This design comes from an exercise in tuning for small area on the open sky130 flow, not from production work.
Only simulation tests tie the RTL to the original design; equivalence was not proved.
The clock port is modelled as an ideal driver; clocking choices that lean on that would not hold on a real chip.
No activity file was given, so power comes from the tool's default toggle rates.

### design/flow/flow/run.sh
#!/bin/bash
# Standard ORFS flow, with these changes to how the layout is made:
#  - before floorplan, combinational cells are set to their smallest drive strength
#    (downsize.tcl); the flow's repair steps size up what timing and loads need;
#  - port buffers are the smallest buffer cell;
#  - clock tree synthesis without dummy balancing loads, and clock buffers whose
#    flip-flop clock pins see a high slew are sized up (clkfix.tcl).
set -uo pipefail
F=$PWD/flow
bash standard.sh PRE_FLOORPLAN_TCL=$F/downsize.tcl POST_CTS_TCL=$F/clkfix.tcl \
  "BUFFER_PORTS_ARGS=-buffer_cell sky130_fd_sc_hd__buf_1" \
  "CTS_ARGS=-sink_clustering_enable -repair_clock_nets -buf_list sky130_fd_sc_hd__clkbuf_4 -dont_use_dummy_load" \
  finish > make_finish.log 2>&1
### design/flow/flow/clkfix.tcl
estimate_parasitics -placement
set nfix 0
foreach inst [get_cells *] {
  set ref [get_property $inst ref_name]
  if { ![regexp {clkbuf_(\d+)$} $ref -> drv] } { continue }
  set opin [get_pins -of_objects $inst -filter "direction == output"]
  set worst 0
  foreach p [get_pins -of_objects [get_nets -of_objects $opin] -filter "direction == input"] {
    set s [get_property $p slew_max]
    if { $s > $worst } { set worst $s }
  }
  if { $worst > 0.10 } {
    set next [expr { $drv < 8 ? 8 : 16 }]
    if { $next != $drv } {
      replace_cell $inst sky130_fd_sc_hd__clkbuf_$next
      incr nfix
    }
  }
}
puts "clkfix: resized $nfix clock buffers"
if { $nfix > 0 } {
  detailed_placement
  check_placement -verbose
}
### design/flow/flow/downsize.tcl
# Before floorplan: put every combinational cell at the smallest drive strength of its
# function (the repair steps later size up whatever timing, slew or load needs).
set n 0
foreach inst [get_cells *] {
  set ref [get_property $inst ref_name]
  if { ![regexp {^(sky130_fd_sc_hd__[a-z0-9]+)_([0-9]+)$} $ref -> base drive] } { continue }
  if { [regexp {__(s?e?s?df|s?dl|conb|tap|fill|decap|diode)} $ref] } { continue }
  set lc [get_lib_cells $ref]
  set best $ref
  set best_area [get_property $lc area]
  set best_drive $drive
  foreach cand [get_lib_cells ${base}_*] {
    set cname [get_property $cand name]
    if { ![regexp {^sky130_fd_sc_hd__[a-z0-9]+_([0-9]+)$} $cname -> cdrive] } { continue }
    if { [get_property $cand dont_use] } { continue }
    set a [get_property $cand area]
    if { $a < $best_area - 1e-6 || ($a < $best_area + 1e-6 && $cdrive > $best_drive && $a <= [get_property $lc area]) } {
      set best $cname
      set best_area $a
      set best_drive $cdrive
    }
  }
  if { $best ne $ref } {
    replace_cell $inst $best
    incr n
  }
}
puts "downsize: replaced $n cells"
### design/flow/standard.sh
#!/bin/bash
# synth_recipe.tcl (not shown) runs the flow's synth.tcl, then flattens the netlist and writes it again
# the make line also repeats each setting of config.mk as NAME=value (left out here)
make -C /OpenROAD-flow-scripts/flow DESIGN_CONFIG=/design/flow/config.mk WORK_HOME=/design/flow/orfs CLKGATE_MAP_FILE= SYNTH_SCRIPT=/design/flow/synth_recipe.tcl "${@:-finish}"
### design/flow/config.mk
export PLATFORM = sky130hd
export DESIGN_NAME = alu_datamem_top
export DESIGN_NICKNAME = alu_datamem_top
export VERILOG_FILES = /design/flow/design.v
export SDC_FILE = /design/flow/constraint.sdc
export NUM_CORES = 4
export LEC_CHECK = 0
export CAP_MARGIN = 5
export CORE_MARGIN = 2
export CORE_UTILIZATION = 50
export GPL_TIMING_DRIVEN = 0
export SETUP_SLACK_MARGIN = 0.1
export SLEW_MARGIN = 5
export SYNTH_HIERARCHICAL = 1
export SYNTH_MINIMUM_KEEP_SIZE = 0
### design/flow/constraint.sdc
create_clock -name core_clock -period 10.0 [get_ports {clk}]
set_input_delay 2.0000 -clock core_clock [delete_from_list [all_inputs] [get_ports {clk}]]
set_output_delay 2.0000 -clock core_clock [all_outputs]
set_load 0.01 [all_outputs]
### design/flow/design.v
`timescale 1ns / 1ps
module TwoToOneMux(
input logic [15:0] a, b,
input logic sel_mux,
output logic [15:0] out
    );
    always_comb
        if (sel_mux)
            out = b;
        else
            out = a;
endmodule
module wb_bit(
input logic f, dmem, sel, rst,
output logic wd, wdz
    );
    assign wd  = sel ? dmem : f;
    assign wdz = wd & ~rst;
endmodule
module g_and2(input logic a, b, output logic y);
    assign y = a & b;
endmodule
module g_nand2(input logic a, b, output logic y);
    assign y = ~(a & b);
endmodule
module g_nand3(input logic a, b, c, output logic y);
    assign y = ~(a & b & c);
endmodule
module g_xor2(input logic a, b, output logic y);
    assign y = a ^ b;
endmodule
module g_xnor2(input logic a, b, output logic y);
    assign y = ~(a ^ b);
endmodule
module g_ha(input logic a, b, output logic s, c);
    assign s = a ^ b;
    assign c = a & b;
endmodule
module g_a21oi(input logic a1, a2, b1, output logic y);
    assign y = ~((a1 & a2) | b1);
endmodule
module g_o21ai(input logic a1, a2, b1, output logic y);
    assign y = ~((a1 | a2) & b1);
endmodule
module g_a22oi(input logic a1, a2, b1, b2, output logic y);
    assign y = ~((a1 & a2) | (b1 & b2));
endmodule
module g_a2bb2oi(input logic a1n, a2n, b1, b2, output logic y);
    assign y = ~((~a1n & ~a2n) | (b1 & b2));
endmodule
module g_a222oi(input logic a1, a2, b1, b2, c1, c2, output logic y);
    assign y = ~((a1 & a2) | (b1 & b2) | (c1 & c2));
endmodule
module g_mux2(input logic a, b, s, output logic y);
    assign y = s ? b : a;
endmodule
module g_mux2i(input logic a, b, s, output logic y);
    assign y = ~(s ? b : a);
endmodule
module g_a21boi(input logic a1, a2, b1n, output logic y);
    assign y = ~((a1 & a2) | ~b1n);
endmodule
module g_nor2b(input logic a, bn, output logic y);
    assign y = ~(a | ~bn);
endmodule
module g_a221oi(input logic a1, a2, b1, b2, c1, output logic y);
    assign y = ~((a1 & a2) | (b1 & b2) | c1);
endmodule
module g_a21o(input logic a1, a2, b1, output logic y);
    assign y = (a1 & a2) | b1;
endmodule
module g_a22o(input logic a1, a2, b1, b2, output logic y);
    assign y = (a1 & a2) | (b1 & b2);
endmodule
module g_nand2b(input logic an, b, output logic y);
    assign y = ~(~an & b);
endmodule
module g_o21bai(input logic a1, a2, b1n, output logic y);
    assign y = ~((a1 | a2) & ~b1n);
endmodule
`timescale 1ns / 1ps
module alu_ctl(
input logic [3:0] s,
input logic big,                  
input logic a15,
output logic add, sel_x, sel_g, sel_nbn, sra, sll, op6, op7,
output logic satn                 
    );
    assign add     = (s == 4'd0);
    assign sel_nbn = (s != 4'd1);
    assign sel_g   = (s == 4'd2) | (s == 4'd3);
    assign sel_x   = (s == 4'd0) | (s == 4'd3) | s[3];
    assign sra     = (s == 4'd4) & ~big;
    assign satn    = ~((s == 4'd4) & big & a15);
    assign sll     = (s == 4'd5) & ~big;
    assign op6     = (s == 4'd6);
    assign op7     = (s == 4'd7);
endmodule
module sh_ctl(
input logic [15:0] b,
input logic s0, a15,
output logic big,
output logic [3:0] ka,           
output logic [3:0] kb,           
output logic f1, f2, f3,         
output logic amt3, amt3n, fc     
    );
    logic [3:0] amt;
    logic fill;
    assign big  = |b[15:4];
    assign amt  = b[3:0];
    assign fill = a15 & ~s0;
    assign ka = {s0 & amt[0], s0 & ~amt[0], ~s0 & amt[0], ~s0 & ~amt[0]};
    assign kb = {amt[2] & amt[1], amt[2] & ~amt[1], ~amt[2] & amt[1], ~amt[2] & ~amt[1]};
    assign f1 = ~fill & (amt[1] | amt[2]);
    assign f2 = ~fill & amt[2];
    assign f3 = ~fill & amt[2] & amt[1];
    assign amt3  = amt[3];
    assign amt3n = ~amt[3];
    assign fc = fill & amt[3];
endmodule
module shifter(
input logic [15:0] a,
input logic [3:0] ka, kb,
input logic f1, f2, f3, amt3, amt3n, fc, s0n,
output logic [15:0] y
    );
    logic [15:0] lan, lb, n1, n2;
    genvar i;
    for (i = 0; i < 15; i = i + 1) begin : l1
        g_a222oi u0(.a1(a[i]), .a2(ka[0]), .b1(a[i + 1]), .b2(ka[1]), .c1(a[15 - i]), .c2(ka[2]), .y(n1[i]));
        g_a21boi u1(.a1(a[14 - i]), .a2(ka[3]), .b1n(n1[i]), .y(lan[i]));
    end
    g_a22oi l1_15(.a1(a[15]), .a2(s0n), .b1(a[0]), .b2(ka[2]), .y(lan[15]));
    for (i = 0; i < 16; i = i + 1) begin : l2
        if (i < 10) begin : a4
            g_a222oi u0(.a1(lan[i]), .a2(kb[0]), .b1(lan[i + 2]), .b2(kb[1]), .c1(lan[i + 4]), .c2(kb[2]), .y(n2[i]));
            g_a21boi u1(.a1(lan[i + 6]), .a2(kb[3]), .b1n(n2[i]), .y(lb[i]));
        end else if (i < 12) begin : a3
            g_a222oi u0(.a1(lan[i]), .a2(kb[0]), .b1(lan[i + 2]), .b2(kb[1]), .c1(lan[i + 4]), .c2(kb[2]), .y(n2[i]));
            g_nor2b  u1(.a(f3), .bn(n2[i]), .y(lb[i]));
        end else if (i < 14) begin : a2
            g_a221oi u0(.a1(lan[i]), .a2(kb[0]), .b1(lan[i + 2]), .b2(kb[1]), .c1(f2), .y(lb[i]));
        end else begin : a1
            g_a21oi  u0(.a1(lan[i]), .a2(kb[0]), .b1(f1), .y(lb[i]));
        end
    end
    for (i = 0; i < 16; i = i + 1) begin : l3
        if (i < 8) begin : m
            g_mux2 u(.a(lb[i]), .b(lb[i + 8]), .s(amt3), .y(y[i]));
        end else begin : e
            g_a21o u(.a1(lb[i]), .a2(amt3n), .b1(fc), .y(y[i]));
        end
    end
endmodule
module out_sel(
input logic x, sel_x, g, sel_g, yl, sll, b, sel_nbn, yr, sra, satn,
output logic f
    );
    logic n0, n1;
    g_a222oi u0(.a1(x), .a2(sel_x), .b1(g), .b2(sel_g), .c1(yl), .c2(sll), .y(n0));
    g_a2bb2oi u1(.a1n(b), .a2n(sel_nbn), .b1(yr), .b2(sra), .y(n1));
    g_nand3 u2(.a(n0), .b(n1), .c(satn), .y(f));
endmodule
module pair_0(
input logic [1:0] a, b,
input logic add, sel_x, sel_g, sel_nbn, sra, sll, satn,
input logic [1:0] yr, yl,
output logic [1:0] f,
output logic c2
    );
    logic [1:0] p, g, x;
    logic gk0;
    g_ha   u_pg0(.a(a[0]), .b(b[0]), .s(p[0]), .c(g[0]));
    g_ha   u_pg1(.a(a[1]), .b(b[1]), .s(p[1]), .c(g[1]));
    g_and2 u_gk0(.a(g[0]), .b(add), .y(gk0));
    g_a22o u_c2(.a1(add), .a2(g[1]), .b1(p[1]), .b2(gk0), .y(c2));
    assign x[0] = p[0];
    g_xor2 u_x1(.a(p[1]), .b(gk0), .y(x[1]));
    out_sel u_o0(.x(x[0]), .sel_x(sel_x), .g(g[0]), .sel_g(sel_g), .yl(yl[0]), .sll(sll),
                 .b(b[0]), .sel_nbn(sel_nbn), .yr(yr[0]), .sra(sra), .satn(satn), .f(f[0]));
    out_sel u_o1(.x(x[1]), .sel_x(sel_x), .g(g[1]), .sel_g(sel_g), .yl(yl[1]), .sll(sll),
                 .b(b[1]), .sel_nbn(sel_nbn), .yr(yr[1]), .sra(sra), .satn(satn), .f(f[1]));
endmodule
module pair_e(
input logic [1:0] a, b,
input logic cin, add, sel_x, sel_g, sel_nbn, sra, sll, satn,
input logic [1:0] yr, yl,
output logic [1:0] f,
output logic c1n, c2n
    );
    logic [1:0] p, g, x;
    logic gk0, pp;
    g_ha    u_pg0(.a(a[0]), .b(b[0]), .s(p[0]), .c(g[0]));
    g_ha    u_pg1(.a(a[1]), .b(b[1]), .s(p[1]), .c(g[1]));
    g_and2  u_gk0(.a(g[0]), .b(add), .y(gk0));
    logic gg;
    g_a22o  u_gg(.a1(add), .a2(g[1]), .b1(p[1]), .b2(gk0), .y(gg));
    g_and2  u_pp(.a(p[0]), .b(p[1]), .y(pp));
    g_a21oi u_c2(.a1(pp), .a2(cin), .b1(gg), .y(c2n));
    g_a21oi u_c1(.a1(p[0]), .a2(cin), .b1(gk0), .y(c1n));
    g_xor2  u_x0(.a(p[0]), .b(cin), .y(x[0]));
    g_xnor2 u_x1(.a(p[1]), .b(c1n), .y(x[1]));
    out_sel u_o0(.x(x[0]), .sel_x(sel_x), .g(g[0]), .sel_g(sel_g), .yl(yl[0]), .sll(sll),
                 .b(b[0]), .sel_nbn(sel_nbn), .yr(yr[0]), .sra(sra), .satn(satn), .f(f[0]));
    out_sel u_o1(.x(x[1]), .sel_x(sel_x), .g(g[1]), .sel_g(sel_g), .yl(yl[1]), .sll(sll),
                 .b(b[1]), .sel_nbn(sel_nbn), .yr(yr[1]), .sra(sra), .satn(satn), .f(f[1]));
endmodule
module pair_o(
input logic [1:0] a, b,
input logic cinn, add, sel_x, sel_g, sel_nbn, sra, sll, satn,
input logic [1:0] yr, yl,
output logic [1:0] f,
output logic c1, c2
    );
    logic pn0, g0, gk0, p1, g1, ppn, ggn;
    logic [1:0] x;
    g_xnor2  u_p0(.a(a[0]), .b(b[0]), .y(pn0));
    g_and2   u_g0(.a(a[0]), .b(b[0]), .y(g0));
    g_and2   u_gk0(.a(g0), .b(add), .y(gk0));
    g_ha     u_pg1(.a(a[1]), .b(b[1]), .s(p1), .c(g1));
    g_a22oi  u_gg(.a1(add), .a2(g1), .b1(p1), .b2(gk0), .y(ggn));
    g_nand2b u_pp(.an(pn0), .b(p1), .y(ppn));
    g_o21ai  u_c2(.a1(ppn), .a2(cinn), .b1(ggn), .y(c2));
    g_o21bai u_c1(.a1(pn0), .a2(cinn), .b1n(gk0), .y(c1));
    g_xor2   u_x0(.a(pn0), .b(cinn), .y(x[0]));
    g_xor2   u_x1(.a(p1), .b(c1), .y(x[1]));
    out_sel u_o0(.x(x[0]), .sel_x(sel_x), .g(g0), .sel_g(sel_g), .yl(yl[0]), .sll(sll),
                 .b(b[0]), .sel_nbn(sel_nbn), .yr(yr[0]), .sra(sra), .satn(satn), .f(f[0]));
    out_sel u_o1(.x(x[1]), .sel_x(sel_x), .g(g1), .sel_g(sel_g), .yl(yl[1]), .sll(sll),
                 .b(b[1]), .sel_nbn(sel_nbn), .yr(yr[1]), .sra(sra), .satn(satn), .f(f[1]));
endmodule
module br_flag(
input logic [15:0] a,
input logic op6, op7,
output logic take_branch
    );
    logic z;
    assign z = ~|a;
    assign take_branch = (op6 & z) | (op7 & ~z);
endmodule
module alu(
input logic signed [15:0] a,
input logic [15:0] b,
input logic [3:0] s,
output logic ovf, take_branch,
output logic [15:0] f
    );
    logic add, sel_x, sel_g, sel_nbn, sra, sll, op6, op7, big, satn;
    logic [3:0] ka, kb;
    logic f1, f2, f3, amt3, amt3n, fc;
    logic [15:0] y;
    sh_ctl  u_shc(.b(b), .s0(s[0]), .a15(a[15]), .big(big), .ka(ka), .kb(kb),
                  .f1(f1), .f2(f2), .f3(f3), .amt3(amt3), .amt3n(amt3n), .fc(fc));
    alu_ctl u_ctl(.s(s), .big(big), .a15(a[15]), .satn(satn), .add(add), .sel_x(sel_x), .sel_g(sel_g), .sel_nbn(sel_nbn),
                  .sra(sra), .sll(sll), .op6(op6), .op7(op7));
    shifter u_sh(.a(a), .ka(ka), .kb(kb), .f1(f1), .f2(f2), .f3(f3), .amt3(amt3), .amt3n(amt3n),
                 .fc(fc), .s0n(~s[0]), .y(y));
    genvar i;
    logic [16:1] c;
    pair_0 p0(.a(a[1:0]), .b(b[1:0]), .add(add), .sel_x(sel_x), .sel_g(sel_g), .sel_nbn(sel_nbn),
              .sra(sra), .sll(sll), .satn(satn), .yr(y[1:0]), .yl({y[14], y[15]}), .f(f[1:0]), .c2(c[2]));
    for (i = 2; i < 16; i = i + 2) begin : gp
        if (i % 4 == 2) begin : e
            pair_e pr(.a(a[i + 1:i]), .b(b[i + 1:i]), .cin(c[i]), .add(add), .sel_x(sel_x),
                      .sel_g(sel_g), .sel_nbn(sel_nbn), .sra(sra), .sll(sll), .satn(satn),
                      .yr(y[i + 1:i]), .yl({y[14 - i], y[15 - i]}), .f(f[i + 1:i]),
                      .c1n(c[i + 1]), .c2n(c[i + 2]));
        end else begin : o
            pair_o pr(.a(a[i + 1:i]), .b(b[i + 1:i]), .cinn(c[i]), .add(add), .sel_x(sel_x),
                      .sel_g(sel_g), .sel_nbn(sel_nbn), .sra(sra), .sll(sll), .satn(satn),
                      .yr(y[i + 1:i]), .yl({y[14 - i], y[15 - i]}), .f(f[i + 1:i]),
                      .c1(c[i + 1]), .c2(c[i + 2]));
        end
    end
    g_xor2 u_ovf(.a(c[15]), .b(c[16]), .y(ovf));
    br_flag u_br(.a(a), .op6(op6), .op7(op7), .take_branch(take_branch));
endmodule
`timescale 1ns / 1ps
module rdec(
input logic [2:0] a,
output logic [7:0] s
    );
    always_comb
        for (int i = 0; i < 8; i = i + 1)
            s[i] = (a == i);
endmodule
module wdec(
input logic [2:0] a,
input logic en, rst,
output logic [7:0] s
    );
    always_comb
        for (int i = 0; i < 8; i = i + 1)
            s[i] = rst | (en & (a == i));
endmodule
module rmux8(
input logic [7:0] d,
input logic [7:0] s,
output logic y
    );
    logic n0, n1, n2;
    g_a222oi u0(.a1(d[0]), .a2(s[0]), .b1(d[1]), .b2(s[1]), .c1(d[2]), .c2(s[2]), .y(n0));
    g_a222oi u1(.a1(d[3]), .a2(s[3]), .b1(d[4]), .b2(s[4]), .c1(d[5]), .c2(s[5]), .y(n1));
    g_a22oi  u2(.a1(d[6]), .a2(s[6]), .b1(d[7]), .b2(s[7]), .y(n2));
    g_nand3  u3(.a(n0), .b(n1), .c(n2), .y(y));
endmodule
module rport(
input logic [127:0] q,
input logic [2:0] addr,
output logic [15:0] data
    );
    logic [7:0] s;
    rdec dec(.a(addr), .s(s));
    genvar b;
    for (b = 0; b < 16; b = b + 1) begin : g
        rmux8 m(.d({q[112+b], q[96+b], q[80+b], q[64+b], q[48+b], q[32+b], q[16+b], q[b]}),
                .s(s), .y(data[b]));
    end
endmodule
`timescale 1ns / 1ps
module alu_datamem_top(input clk,	 
        input logic reset,
        input logic RegWrite,
        input logic [15:0] alu_input2_instr_src,
        input logic ALUSrc1, ALUSrc2,
        input logic [3:0] ALUOp,
        input logic MemToReg,
        input logic [2:0] regfile_ReadAddress1,	 
        input logic [2:0] regfile_ReadAddress2,	 
        input logic [2:0] regfile_WriteAddress,	 
        input logic [15:0] DataMemOut,
		output logic ovf_ctrl,
		output logic take_branch,
        output logic [15:0] alu_output,          
        output logic [15:0] regfile_WriteData,
        output logic [15:0] regfile_ReadData1,
        output logic [15:0] regfile_ReadData2,   
        output logic [15:0] alu_input1,
        output logic [15:0] alu_input2
    );
    (* mem2reg *) reg [15:0] mem [0:7];
    logic [7:0] we;
    logic [15:0] wdz;
    logic [127:0] q;
    wdec wdecode(.a(regfile_WriteAddress), .en(RegWrite), .rst(reset), .s(we));
    always @(posedge clk)
        for (int i = 0; i < 8; i = i + 1)
            if (we[i])
                mem[i] <= wdz;
    always_comb
        for (int i = 0; i < 8; i = i + 1)
            q[16 * i +: 16] = mem[i];
    rport rp1(.q(q), .addr(regfile_ReadAddress1), .data(regfile_ReadData1));
    rport rp2(.q(q), .addr(regfile_ReadAddress2), .data(regfile_ReadData2));
    assign alu_input1 = regfile_ReadData1 & {16{~ALUSrc1}};
    TwoToOneMux mux2(.a(regfile_ReadData2),.b(alu_input2_instr_src),.sel_mux(ALUSrc2),.out(alu_input2));
    alu sixteenbit_alu(
        .s(ALUOp),
        .a(alu_input1),
        .b(alu_input2),
        .f(alu_output),
        .ovf(ovf_ctrl),
        .take_branch(take_branch)
        );
    genvar i;
    for (i = 0; i < 16; i = i + 1) begin : gwb
        wb_bit w(.f(alu_output[i]), .dmem(DataMemOut[i]), .sel(MemToReg), .rst(reset),
                 .wd(regfile_WriteData[i]), .wdz(wdz[i]));
    end
endmodule
==> impl_metrics.csv, run 1 <==
group,metric,value,unit
power,power.density,158,nW/um2
sta,finalClockSkew,0.0346,ns
run_status,status,"timing/DRC/antenna clean",
final_layout,drive_gt1_frac,0.127,
power,power_leakage,0.00305,uW
final_layout,final_core_util,0.593,
placed_design,globalplace.congestion,0.913,
sta,rsz0062_at_grt,"false",
route,wl_per_cell,30.2,um
sta,hold_violations,0,
route,firstDrtPassIters,9,
worst_setup_path,cp-end-kind,"output port",
min_path,hold_path.class,"reg2reg",
sta,setup_violations,0,
final_layout,final_area,8690,um2
cts,path_clk_slew,0.09,ns
sta,worstMarginPinSlew,1.36,ns
sta,relSlewSlack,0.0922,
die,ios,149,
die,num_rows,44,
route,via_per_inst,7.49,
route,routed_wl,28600,um
sta,fmax,0.103,GHz
grt,grt_max_degree,18,
logic_synthesis,synthCells,588,
final_layout,layout.nets,829,
worst_setup_path,crit_chain,"buf_1 -> nor3b_2 -> a222oi_1 -> nand3_1 -> nor2b_1 -> ha_1 -> a22o_1 -> a21oi_1 -> o21ai_1 -> a21oi_1 -> o21ai_1 -> a21oi_1 -> o21ai_1 -> a21oi_1 -> xnor2_1 -> a222oi_1 -> nand3_1 -> mux2_2 -> buf_1",
die,die_x,127,um
power,ir_drop,0.0000980,V
sta,fin_crit,9.69,ns
worst_setup_path,cp.arrival,7.69,ns
final_layout,largest_register_ff_count,128,
worst_setup_path,cpPeakStageDelay,0.74,ns
grt,antenna_found_initial,0,
worst_setup_path,crit_fanout,8,
worst_setup_path,cp_num_buf_inv,2,
sta,finalCritPeriodShare,0.969,
logic_synthesis,syn_nets,652,
cts,clk_latency,0.42,ns
cts,cts_tree,"yes",
worst_setup_path,criticalPathCategory,"in2out",
route,ant_nets,0,
final_layout,diodes,0,
cts,clock-sinks,128,
placed_design,placed_area,8500,um2
die,core_area,14600,um2
route,vias,7093,
die,die-area,16100,um2
worst_setup_path,crit_top_cell,"a21oi_1",
die,fp.dieH,127,um
die,initial_core_util,0.516,
grt,first_global_vias,6870,
route,drcViolationCount,0,
worst_setup_path,cp.required,8.00,ns
route,drtIter0Drc,1384,
grt,grt_pass1_wl,41900,um
grt,overflow,0,
sta,holdWs,1.72,ns
final_layout,regMostFlops,"mem",
placed_design,portBuffers,146,
worst_setup_path,start_kind,"input pin",
placed_design,dp_hpwl,19900,um
worst_setup_path,critPathTopFamily,"compound AO/OA/AOI/OAI gates",
worst_setup_path,crit_slowest_cell,"nor3b_2",
run,cap_violations,0,
final_layout,reg_top3,"mem (128)",
logic_synthesis,yosysWarnings,10,
grt,grt_use_total,0.352,
sta,maxSlewViolCount,0,
## tightest hold or removal path: stages, from the launching register on
cell and delay [ns]:
edfxtp_1 0.35, a22oi_1 0.07, nand3_1 0.10, mux2_2 0.21, a2bb2oi_1 0.20, nand3_1 0.11
mux2_2 0.28, nor2b_1 0.21
## final cells by class
cell class,instances,area [um2]
Clock buffer,17,153
Buffer,7,46.3
Sequential cell,128,3840
Multi-Input combinational cell,449,3740
Fill cell,1227,5960
Inverter,4,15.0
Timing Repair Buffer,158,661
Tap cell,184,230
## through the flow
stage          setup WS, ns  setup TNS [ns]  power [uW]  instances
6_report              0.308               0        1370        947
2_1_floorplan          1.42               0         948        588
3_5_place_dp          0.343               0        1110        930
3_3_place_gp         -0.906           -5.79        1100        918
5_1_grt               0.103               0        1430        947
## path summary, 6_finish.rpt
path                           start                     to  slack (ns)  depth (start not counted)
min reg2reg                mem[7][9]              mem[7][9]        1.72                          7
max reg2reg                mem[0][0]             mem[2][15]        4.42                         18
min                        mem[7][9]              mem[7][9]        1.72                          7
max          regfile_ReadAddress1[1]  regfile_WriteData[15]        0.31                         19
## routing by layer
layer	vias up	global-route usage	share of wire
met2	530	0.550	0.46
met4	0	0.154	0.039
met1	3470	0.474	0.38
met3	76	0.0776	0.11
li1	3017	-	-
met5	-	0	0
## placed cells by master, fill, tap and decap left out, drive strengths merged, types with 3 or more instances in the layout
cell type    n
a21boi      25
a21o         9
a21oi       10
a222oi     107
a22o         5
a22oi       36
a2bb2oi     16
a31o         4
a41o         3
and2        18
and2b        6
and3         3
and3b        6
buf        163
clkbuf      19
edfxtp     128
ha          13
inv          4
mux2        41
nand2b       4
nand3       49
nor2         5
nor2b       37
nor3b        8
nor4         9
o21ai        3
o21bai       4
xnor2        7
xor2        13
## report_power, final
part           switching [uW]  internal (uW)
Sequential               24.9            654
Combinational             281            154
Clock                     163           95.9
Total                     469            904
==> inputs of run 2 (changes only) <==
--- a/design/flow/config.mk
+++ b/design/flow/config.mk
@@ -6,10 +6,10 @@
 export NUM_CORES = 4
 export LEC_CHECK = 0
-export CAP_MARGIN = 5
+export CAP_MARGIN = 20
 export CORE_MARGIN = 2
 export CORE_UTILIZATION = 50
 export GPL_TIMING_DRIVEN = 0
 export SETUP_SLACK_MARGIN = 0.1
-export SLEW_MARGIN = 5
+export SLEW_MARGIN = 20
 export SYNTH_HIERARCHICAL = 1
 export SYNTH_MINIMUM_KEEP_SIZE = 0
==> run 2 against run 1 <==
Die area is the same. Sequential power is essentially flat. Non-clock buffer count grew 4. Still clean. Largest power group unchanged. Via count grew 0.56%. Sequential share of layout area shrank 0.070 points. Routed wire length shrank 0.76%.
==> impl_metrics.csv, run 2 <==
group,metric,value,unit
logic_synthesis,syn_nets,652,
placed_design,dp_hpwl,19900,um
sta,relSlewSlack,0.225,
die,die-area,16100,um2
sta,worst_slack,0.412,ns
sta,worstMarginPinSlew,1.16,ns
die,initial_core_util,0.516,
sta,maxSlewViolCount,0,
route,wl_per_cell,29.8,um
logic_synthesis,yosysWarnings,10,
power,ir_drop,0.0000984,V
sta,fmax,0.104,GHz
grt,grt_use_total,0.349,
grt,grt_max_degree,18,
run_status,status,"timing/DRC/antenna clean",
route,routed_wl,28400,um
power,power_leakage,0.00307,uW
placed_design,dpl_worst_slack,0.331,ns
cts,clock-sinks,128,
power,power.density,158,nW/um2
grt,first_global_vias,6836,
grt,grt_pass1_wl,41400,um
die,num_rows,44,
placed_design,portBuffers,146,
worst_setup_path,start_kind,"input pin",
logic_synthesis,synthCells,588,
sta,hold_violations,0,
final_layout,final_cell_mix,"150 x buf_1, 128 x edfxtp_1, 107 x a222oi_1, 49 x nand3_1, 41 x mux2_2",
route,vias,7133,
grt,overflow,0,
worst_setup_path,cp.arrival,7.59,ns
placed_design,globalplace.congestion,0.913,
sta,finalCritPeriodShare,0.959,
placed_design,dp.cells,934,
final_layout,drive_gt1_frac,0.134,
die,die_x,127,um
min_path,hold_path.class,"reg2reg",
cts,cts_tree,"yes",
die,core_area,14600,um2
worst_setup_path,criticalPathCategory,"in2out",
final_layout,largest_register_ff_count,128,
final_layout,nFillCells,1263,
final_layout,mostFrequentLayoutCell,"buf_1",
route,drtIter0Drc,1285,
worst_setup_path,cp-end-kind,"output port",
route,via_per_inst,7.50,
sta,setup_violations,0,
sta,rsz0062_at_grt,"false",
grt,antenna_found_initial,0,
route,ant_nets,0,
final_layout,regMostFlops,"mem",
final_layout,instances_no_fill,951,
sta,fin_crit,9.59,ns
worst_setup_path,crit_fanout,16,
cts,path_clk_slew,0.09,ns
die,fp.dieH,127,um
cts,clk_latency,0.42,ns
route,firstDrtPassIters,11,
worst_setup_path,r2r_slack,4.39,ns
final_layout,diodes,0,
power,fin_total_pwr,1370,uW
route,drcViolationCount,0,
final_layout,reg_top3,"mem (128)",
die,ios,149,
final_layout,layout.nets,833,
worst_setup_path,cp.required,8.00,ns
run,cap_violations,0,
sta,finalClockSkew,0.0357,ns
[run 2: worst paths after layout]
path	start	end	cells past startpoint
setup / recovery	regfile_ReadAddress2[2]	regfile_WriteData[15]	20
hold / removal	mem[7][9]	mem[6][9]	7
setup reg to reg	mem[0][0]	mem[3][15]	18
hold reg to reg	mem[7][9]	mem[6][9]	7
[run 2: final cells by class]
type	count	area (um2)	share of cell area
flip-flops and latches	128	3840	0.442
multi-input cells	449	3740	0.429
repair buffers	162	671	0.0771
well taps	184	230	0.0265
clock buffers	17	159	0.0183
plain buffers	7	46.3	0.00532
inverters	4	15.0	0.00173
[run 2: power breakdown]
group | total [uW] | switching [uW] | internal, uW
Clock | 258 | 158 | 100
Sequential | 679 | 24.8 | 654
Combinational | 434 | 281 | 154
[run 2: per-layer routing]
| metal | wire length (um) | GRT usage |
|---|---|---|
| met5 | 0 | 0 |
| met4 | 1050 | 0.141 |
| met3 | 3280 | 0.0772 |
| met2 | 13100 | 0.551 |
| met1 | 10900 | 0.470 |
[run 2: per-stage QoR]
step           hold slack [ns]  instance area (um2)  utilization  TNS [ns]
6_report                  1.71                 8700        0.594         0
5_1_grt                   1.79                 8700        0.594         0
3_5_place_dp              1.70                 8520        0.582         0
3_3_place_gp              1.68                 8330        0.569     -5.79
2_1_floorplan             1.72                 7550            -         0
[run 2: critical path, stage by stage]
cell	delay, ns
buf_1	0.25
and3b_1	0.58
a222oi_1	0.49
nand3_1	0.22
mux2_2	0.42
ha_1	0.23
and2_1	0.18
a22o_1	0.23
a21oi_1	0.34
o21ai_1	0.21
a21oi_1	0.30
o21ai_1	0.20
a21oi_1	0.33
o21ai_1	0.21
a21oi_1	0.28
xnor2_1	0.12
a222oi_1	0.35
nand3_1	0.16
mux2_2	0.34
buf_1	0.14
==> inputs of run 3 (changes only) <==
--- a/design/flow/design.v
+++ b/design/flow/design.v
@@ -79,4 +79,13 @@
     assign y = ~((a1 | a2) & ~b1n);
 endmodule
+module g_inv(input logic a, output logic y);
+    assign y = ~a;
+endmodule
+module g_and3(input logic a, b, c, output logic y);
+    assign y = a & b & c;
+endmodule
+module g_or2(input logic a, b, output logic y);
+    assign y = a | b;
+endmodule
 `timescale 1ns / 1ps
 module alu_ctl(
@@ -87,13 +96,22 @@
 output logic satn                 
     );
-    assign add     = (s == 4'd0);
-    assign sel_nbn = (s != 4'd1);
-    assign sel_g   = (s == 4'd2) | (s == 4'd3);
-    assign sel_x   = (s == 4'd0) | (s == 4'd3) | s[3];
-    assign sra     = (s == 4'd4) & ~big;
-    assign satn    = ~((s == 4'd4) & big & a15);
-    assign sll     = (s == 4'd5) & ~big;
-    assign op6     = (s == 4'd6);
-    assign op7     = (s == 4'd7);
+    logic lo00, hi00, is4, is5, u_x, v_nb, w_nb, sat;
+    assign lo00 = ~s[1] & ~s[0];
+    assign hi00 = ~s[3] & ~s[2];
+    assign is4  = ~s[3] & s[2] & ~s[1] & ~s[0];
+    assign is5  = ~s[3] & s[2] & ~s[1] & s[0];
+    assign u_x  = ~s[2] & ~(s[1] ^ s[0]);
+    assign v_nb = s[3] | s[2];
+    assign w_nb = s[1] | ~s[0];
+    assign sat  = is4 & big;
+    assign op6  = (s == 4'd6);
+    assign op7  = (s == 4'd7);
+    g_and2  u_add(.a(hi00), .b(lo00), .y(add));
+    g_or2   u_nb(.a(v_nb), .b(w_nb), .y(sel_nbn));
+    g_and3  u_g(.a(~s[3]), .b(~s[2]), .c(s[1]), .y(sel_g));
+    g_or2   u_selx(.a(s[3]), .b(u_x), .y(sel_x));
+    g_and2  u_sra(.a(is4), .b(~big), .y(sra));
+    g_and2  u_sll(.a(is5), .b(~big), .y(sll));
+    g_nand2 u_sat(.a(sat), .b(a15), .y(satn));
 endmodule
 module sh_ctl(
@@ -282,7 +300,12 @@
 output logic [7:0] s
     );
-    always_comb
-        for (int i = 0; i < 8; i = i + 1)
-            s[i] = (a == i);
+    logic [2:0] an;
+    genvar i;
+    for (i = 0; i < 3; i = i + 1) begin : gi
+        g_inv u(.a(a[i]), .y(an[i]));
+    end
+    for (i = 0; i < 8; i = i + 1) begin : gs
+        g_and3 u(.a(i & 1 ? a[0] : an[0]), .b(i & 2 ? a[1] : an[1]), .c(i & 4 ? a[2] : an[2]), .y(s[i]));
+    end
 endmodule
 module wdec(
--- a/design/flow/config.mk
+++ b/design/flow/config.mk
@@ -6,10 +6,10 @@
 export NUM_CORES = 4
 export LEC_CHECK = 0
-export CAP_MARGIN = 20
+export CAP_MARGIN = 5
 export CORE_MARGIN = 2
 export CORE_UTILIZATION = 50
 export GPL_TIMING_DRIVEN = 0
 export SETUP_SLACK_MARGIN = 0.1
-export SLEW_MARGIN = 20
+export SLEW_MARGIN = 5
 export SYNTH_HIERARCHICAL = 1
 export SYNTH_MINIMUM_KEEP_SIZE = 0
==> run 3 against run 2 <==
Flip-flop and latch count did not move. Core utilization down 2.4 points. Combinational power hardly changed. Sequential share of layout area rose by 0.69 points. Clock power decreased by 5%. Sequential power hardly changed. Cell count is 0.63% higher. Die area is 0.82% higher. Clock-buffer cell count did not move. Hold slack better by 0.079 ns. First-iteration DRC count decreased by 12%. Highest routed layer unchanged.
==> impl_metrics.csv, run 3 <==
group,metric,value,unit
sta,worstMarginPinSlew,1.25,ns
grt,antenna_found_initial,0,
final_layout,final_area,8570,um2
die,initial_core_util,0.506,
worst_setup_path,cp.arrival,7.58,ns
worst_setup_path,start_kind,"input pin",
grt,grt_max_degree,18,
cts,path_clk_slew,0.07,ns
final_layout,diodes,0,
die,ios,149,
sta,setup_violations,0,
route,routed_wl,28700,um
min_path,hold_path.class,"reg2reg",
final_layout,mostFrequentLayoutCell,"buf_1",
placed_design,placed_area,8400,um2
grt,first_global_vias,6742,
route,drtIter0Drc,1131,
worst_setup_path,cpPeakStageDelay,0.92,ns
worst_setup_path,crit_slowest_cell,"and3_1",
run_status,status,"timing/DRC/antenna clean",
sta,finalSetupTns,0,ns
die,num_rows,45,
worst_setup_path,criticalPathCategory,"in2out",
power,power.density,159,nW/um2
sta,rsz0062_at_grt,"false",
sta,hold_violations,0,
min_path,min-delay-start,"mem[7][5]",
worst_setup_path,critPathLaunch,"regfile_ReadAddress1[0]",
route,ant_nets,0,
grt,grt_pass1_wl,42000,um
route,drcViolationCount,0,
sta,relSlewSlack,0.170,
worst_setup_path,r2r-start,"mem[0][0]",
worst_setup_path,cp_num_buf_inv,2,
route,vias,7188,
sta,fmax,0.104,GHz
cts,clk_latency,0.41,ns
sta,finalCritPeriodShare,0.958,
worst_setup_path,crit_fanout,16,
final_layout,regMostFlops,"mem",
sta,fin_crit,9.58,ns
route,via_per_inst,7.51,
die,core_area,15000,um2
final_layout,largest_register_ff_count,128,
cts,cts_tree,"yes",
cts,clock-sinks,128,
worst_setup_path,crit_chain,"buf_1 -> and3_1 -> a222oi_1 -> nand3_1 -> nor2b_1 -> ha_1 -> a22o_1 -> a21oi_1 -> o21ai_1 -> a21oi_1 -> o21ai_1 -> a21oi_2 -> o21ai_1 -> a21oi_1 -> xnor2_1 -> a222oi_1 -> nand3_1 -> mux2_2 -> buf_1",
logic_synthesis,synthCells,605,
worst_setup_path,cp.required,8.00,ns
logic_synthesis,yosysWarnings,9,
placed_design,globalplace.congestion,0.932,
final_layout,final_cell_mix,"151 x buf_1, 128 x edfxtp_1, 107 x a222oi_1, 49 x nand3_1, 41 x mux2_2",
placed_design,dp_hpwl,19100,um
worst_setup_path,cp-end-kind,"output port",
route,wl_per_cell,30.0,um
final_layout,nFillCells,1302,
grt,grt_use_total,0.350,
final_layout,reg_top3,"mem (128)",
power,ir_drop,0.000100,V
power,power_leakage,0.00308,uW
die,die_x,127,um
route,firstDrtPassIters,9,
die,die-area,16200,um2
run,cap_violations,0,
final_layout,layout.nets,839,
grt,overflow,0,
final_layout,drive_gt1_frac,0.109,
logic_synthesis,syn_nets,673,
die,fp.dieH,127,um
sta,maxSlewViolCount,0,
placed_design,portBuffers,147,
worst_setup_path,critPathTopFamily,"compound AO/OA/AOI/OAI gates",
sta,finalClockSkew,0.0390,ns
-- run 3: worst paths after layout --
path         cells past startpoint  slack, ns                     to
min                              7       1.79              mem[5][5]
max                             19       0.42  regfile_WriteData[15]
min reg2reg                      7       1.79              mem[5][5]
max reg2reg                     18       4.42             mem[7][15]
-- run 3: layer usage --
layer	GRT usage	wire length (um)	up-vias
li1	-	-	3038
met1	0.491	11300	3516
met2	0.537	13200	564
met3	0.0754	3340	70
met4	0.134	880	0
met5	0	0	-
-- run 3: final cells by class --
class	count	area, um2	area share
flip-flops and latches	128	3840	0.449
inverters	17	63.8	0.00745
clock buffers	17	153	0.0178
repair buffers	147	552	0.0644
plain buffers	5	28.8	0.00336
well taps	188	235	0.0275
multi-input cells	455	3690	0.431
-- run 3: through the flow --
stage               power, uW  worst slack (ns)  utilization  std cells  hold slack [ns]
global route             1420             0.167        0.570        957             1.86
finish                   1360             0.417        0.570        957             1.79
floorplan                 948              1.93            -        605             1.72
global placement         1100             0.545        0.559        940             1.72
detailed placement       1110             0.460        0.559        940             1.75
-- run 3: worst reg2reg max path: cells and delay by family, from the launching register on --
family	cells	cell delay [ns]
adders and majority gates	1	0.22
AOI/OAI and AO/OA	10	2.87
DFF	1	0.40
muxes	2	0.77
and+or+nand+nor	4	0.82
xor gates and xnor gates	1	0.11
-- run 3: power by group --
| group | total, uW | leakage (uW) | switching, uW | internal (uW) |
|---|---|---|---|---|
| logic | 435 | 0.00168 | 284 | 150 |
| clock network | 246 | 0.0000886 | 151 | 95.9 |
| registers | 679 | 0.00132 | 24.2 | 654 |
| total | 1360 | 0.00308 | 459 | 900 |
==> inputs of run 4 (changes only) <==
==> design/flow/flow/run.sh (replaced) <==
#!/bin/bash
# Standard ORFS flow, with these changes to how the layout is made:
#  - before floorplan, combinational cells are set to their smallest drive strength
#    (downsize.tcl); the flow's repair steps size up what timing and loads need;
#  - port buffers are the smallest buffer cell;
#  - clock tree synthesis without dummy balancing loads; then each clock buffer gets
#    the smallest size that keeps the clock-pin slew it drives low (clkfix.tcl).
set -uo pipefail
F=$PWD/flow
bash standard.sh PRE_FLOORPLAN_TCL=$F/downsize.tcl POST_CTS_TCL=$F/clkfix.tcl \
  "BUFFER_PORTS_ARGS=-buffer_cell sky130_fd_sc_hd__buf_1" \
  "CTS_ARGS=-sink_clustering_enable -repair_clock_nets -buf_list sky130_fd_sc_hd__clkbuf_2 -dont_use_dummy_load" \
  finish > make_finish.log 2>&1
==> design/flow/flow/clkfix.tcl (replaced) <==
set nfix 0
foreach inst [get_cells *] {
  set ref [get_property $inst ref_name]
  if { ![regexp {clkbuf_(\d+)$} $ref -> drv] } { continue }
  set opin [get_pins -of_objects $inst -filter "direction == output"]
  set sinks [get_pins -of_objects [get_nets -of_objects $opin] -filter "direction == input"]
  foreach size {2 4 8 16} {
    replace_cell $inst sky130_fd_sc_hd__clkbuf_$size
    estimate_parasitics -placement
    set worst 0
    foreach p $sinks {
      set s [get_property $p slew_max]
      if { $s > $worst } { set worst $s }
    }
    if { $worst <= 0.10 } { break }
  }
  if { $size != $drv } { incr nfix }
}
puts "clkfix: resized $nfix clock buffers"
if { $nfix > 0 } {
  detailed_placement
  check_placement -verbose
}
==> run 4 against run 3 <==
Clock skew rose by 0.0045 ns. Fmax rose by 0.29%. Sequential power barely moved. Global-route usage barely moved. Combinational power barely moved. Via count barely moved. Worst setup slack improved by 0.028 ns. Flip-flop and latch count did not move. Critical endpoint unchanged. Clock power rose by 3%. Highest routed layer unchanged. Still clean on timing, DRC and antenna. Largest power group unchanged. First-iteration DRC count rose by 2.6%. Core utilization rose by 0.058 points. Final area rose by 0.10%.
==> impl_metrics.csv, run 4 <==
group,metric,value,unit
run_status,status,"timing/DRC/antenna clean",
sta,maxSlewViolCount,0,
placed_design,dpl_worst_slack,0.460,ns
final_layout,mostFrequentLayoutCell,"buf_1",
logic_synthesis,syn_nets,673,
cts,cts_tree,"yes",
placed_design,dp_hpwl,19100,um
grt,antenna_found_initial,0,
worst_setup_path,cp-end-kind,"output port",
min_path,hold_path.class,"reg2reg",
cts,clock-sinks,128,
sta,worst_slack,0.445,ns
die,die-area,16200,um2
logic_synthesis,yosysWarnings,9,
route,wl_per_cell,30.0,um
die,die_x,127,um
final_layout,layout.nets,839,
sta,worstMarginPinSlew,1.24,ns
die,num_rows,45,
sta,setup_violations,0,
route,firstDrtPassIters,11,
route,routed_wl,28700,um
final_layout,drive_gt1_frac,0.109,
die,ios,149,
sta,finalCritPeriodShare,0.956,
placed_design,placed_area,8400,um2
worst_setup_path,start_kind,"input pin",
die,initial_core_util,0.506,
final_layout,nFillCells,1298,
worst_setup_path,r2r-start,"mem[0][0]",
cts,clk_latency,0.35,ns
route,ant_nets,0,
worst_setup_path,cp.required,8.00,ns
route,via_per_inst,7.51,
grt,grt_max_degree,18,
worst_setup_path,crit_slowest_cell,"and3_1",
power,ir_drop,0.000101,V
sta,finalSetupTns,0,ns
final_layout,regMostFlops,"mem",
route,drtIter0Drc,1160,
sta,fin_crit,9.56,ns
sta,hold_violations,0,
grt,overflow,0,
worst_setup_path,cpPeakStageDelay,0.49,ns
sta,holdWs,1.78,ns
worst_setup_path,critPathLaunch,"regfile_ReadAddress2[2]",
worst_setup_path,cp.arrival,7.56,ns
final_layout,final_area,8580,um2
placed_design,portBuffers,147,
die,fp.dieH,127,um
die,core_area,15000,um2
sta,finalClockSkew,0.0435,ns
worst_setup_path,crit_chain,"buf_1 -> inv_2 -> and3_1 -> a222oi_1 -> nand3_1 -> mux2_2 -> ha_1 -> and2_1 -> a22o_1 -> a21oi_1 -> o21ai_1 -> a21oi_1 -> o21ai_1 -> a21oi_2 -> o21ai_1 -> a21oi_1 -> xnor2_1 -> a222oi_1 -> nand3_1 -> mux2_2 -> buf_1",
worst_setup_path,crit_fanout,16,
power,power_leakage,0.00309,uW
min_path,min-delay-start,"mem[7][5]",
grt,grt_pass1_wl,41900,um
final_layout,diodes,0,
grt,first_global_vias,6753,
final_layout,final_cell_mix,"151 x buf_1, 128 x edfxtp_1, 107 x a222oi_1, 49 x nand3_1, 41 x mux2_2",
route,drcViolationCount,0,
grt,grt_use_total,0.351,
final_layout,largest_register_ff_count,128,
sta,fmax,0.105,GHz
worst_setup_path,criticalPathCategory,"in2out",
sta,relSlewSlack,0.177,
route,vias,7183,
run,cap_violations,0,
placed_design,globalplace.congestion,0.932,
logic_synthesis,synthCells,605,
cts,path_clk_slew,0.07,ns
power,power.density,159,nW/um2
final_layout,reg_top3,"mem (128)",
sta,rsz0062_at_grt,"false",
==> run 4: layout make-up <==
class	instances	area [um2]	share of cell area
clock buffers	17	161	0.0188
well taps	188	235	0.0274
multi-input cells	455	3690	0.430
inverters	17	63.8	0.00744
repair buffers	147	552	0.0643
plain buffers	5	28.8	0.00336
flip-flops and latches	128	3840	0.448
==> run 4: final timing paths <==
path	endpoint	slack [ns]	cells after the start
max	regfile_WriteData[15]	0.44	21
min	mem[5][5]	1.78	7
max reg2reg	mem[6][15]	4.43	18
min reg2reg	mem[5][5]	1.78	7
==> run 4: critical path: cells and delay by family <==
kind | cells | cell delay (ns)
AOI/OAI and AO/OA | 10 | 2.96
and+or+nand+nor | 4 | 1.08
muxes | 2 | 0.78
buffers and inverters | 3 | 0.40
adders and majority gates | 1 | 0.22
xor gates and xnor gates | 1 | 0.11
==> run 4: power breakdown <==
part	switching, uW	internal, uW
Clock	151	104
Sequential	24.2	654
Combinational	284	150
==> run 4: per-stage QoR <==
step | util | std cells | power [uW]
finish | 0.571 | 957 | 1370
global route | 0.571 | 957 | 1430
detailed placement | 0.559 | 940 | 1110
global placement | 0.559 | 940 | 1100
floorplan | - | 605 | 948
==> run 4: layer usage <==
metal  wire length [um]  track usage  share of wire
met3               3430       0.0766           0.12
met4                895        0.131          0.031
met1              11100        0.488           0.39
met2              13200        0.541           0.46
met5                  0            0              0

-- afterwards: timing with drivers on the ports --
Ports are ideal in the flow. The routed layouts listed here were re-timed in OpenROAD.
Step 1, drivers: a clkbuf_16 drives clk and a buf_2 each remaining input, both assumed.
Step 2 adds t to the input delays and takes it off the output delays; t is the mean of the earliest and latest rising clock arrival at the registers after step 1. Input paths then give back, and output paths get back, about the clock's delay inside the block.
Three values: ideal, step 1, step 2; two values: the first two.
run | t, ns | setup WS [ns] | worst register clock-pin slew, ns
run 1 | 0.445 | 0.308 / 0.279 / 0.279 | 0.10 / 0.10
run 2 | 0.440 | 0.412 / 0.386 / 0.386 | 0.10 / 0.10
run 3 | 0.426 | 0.417 / 0.392 / 0.392 | 0.10 / 0.10
run 4 | 0.374 | 0.445 / 0.419 / 0.419 | 0.10 / 0.10
After both steps setup and hold are still met in every run listed. The setup slack of run 1, which loses most, moves by -0.029 ns with the drivers and by -0.029 ns with both steps.
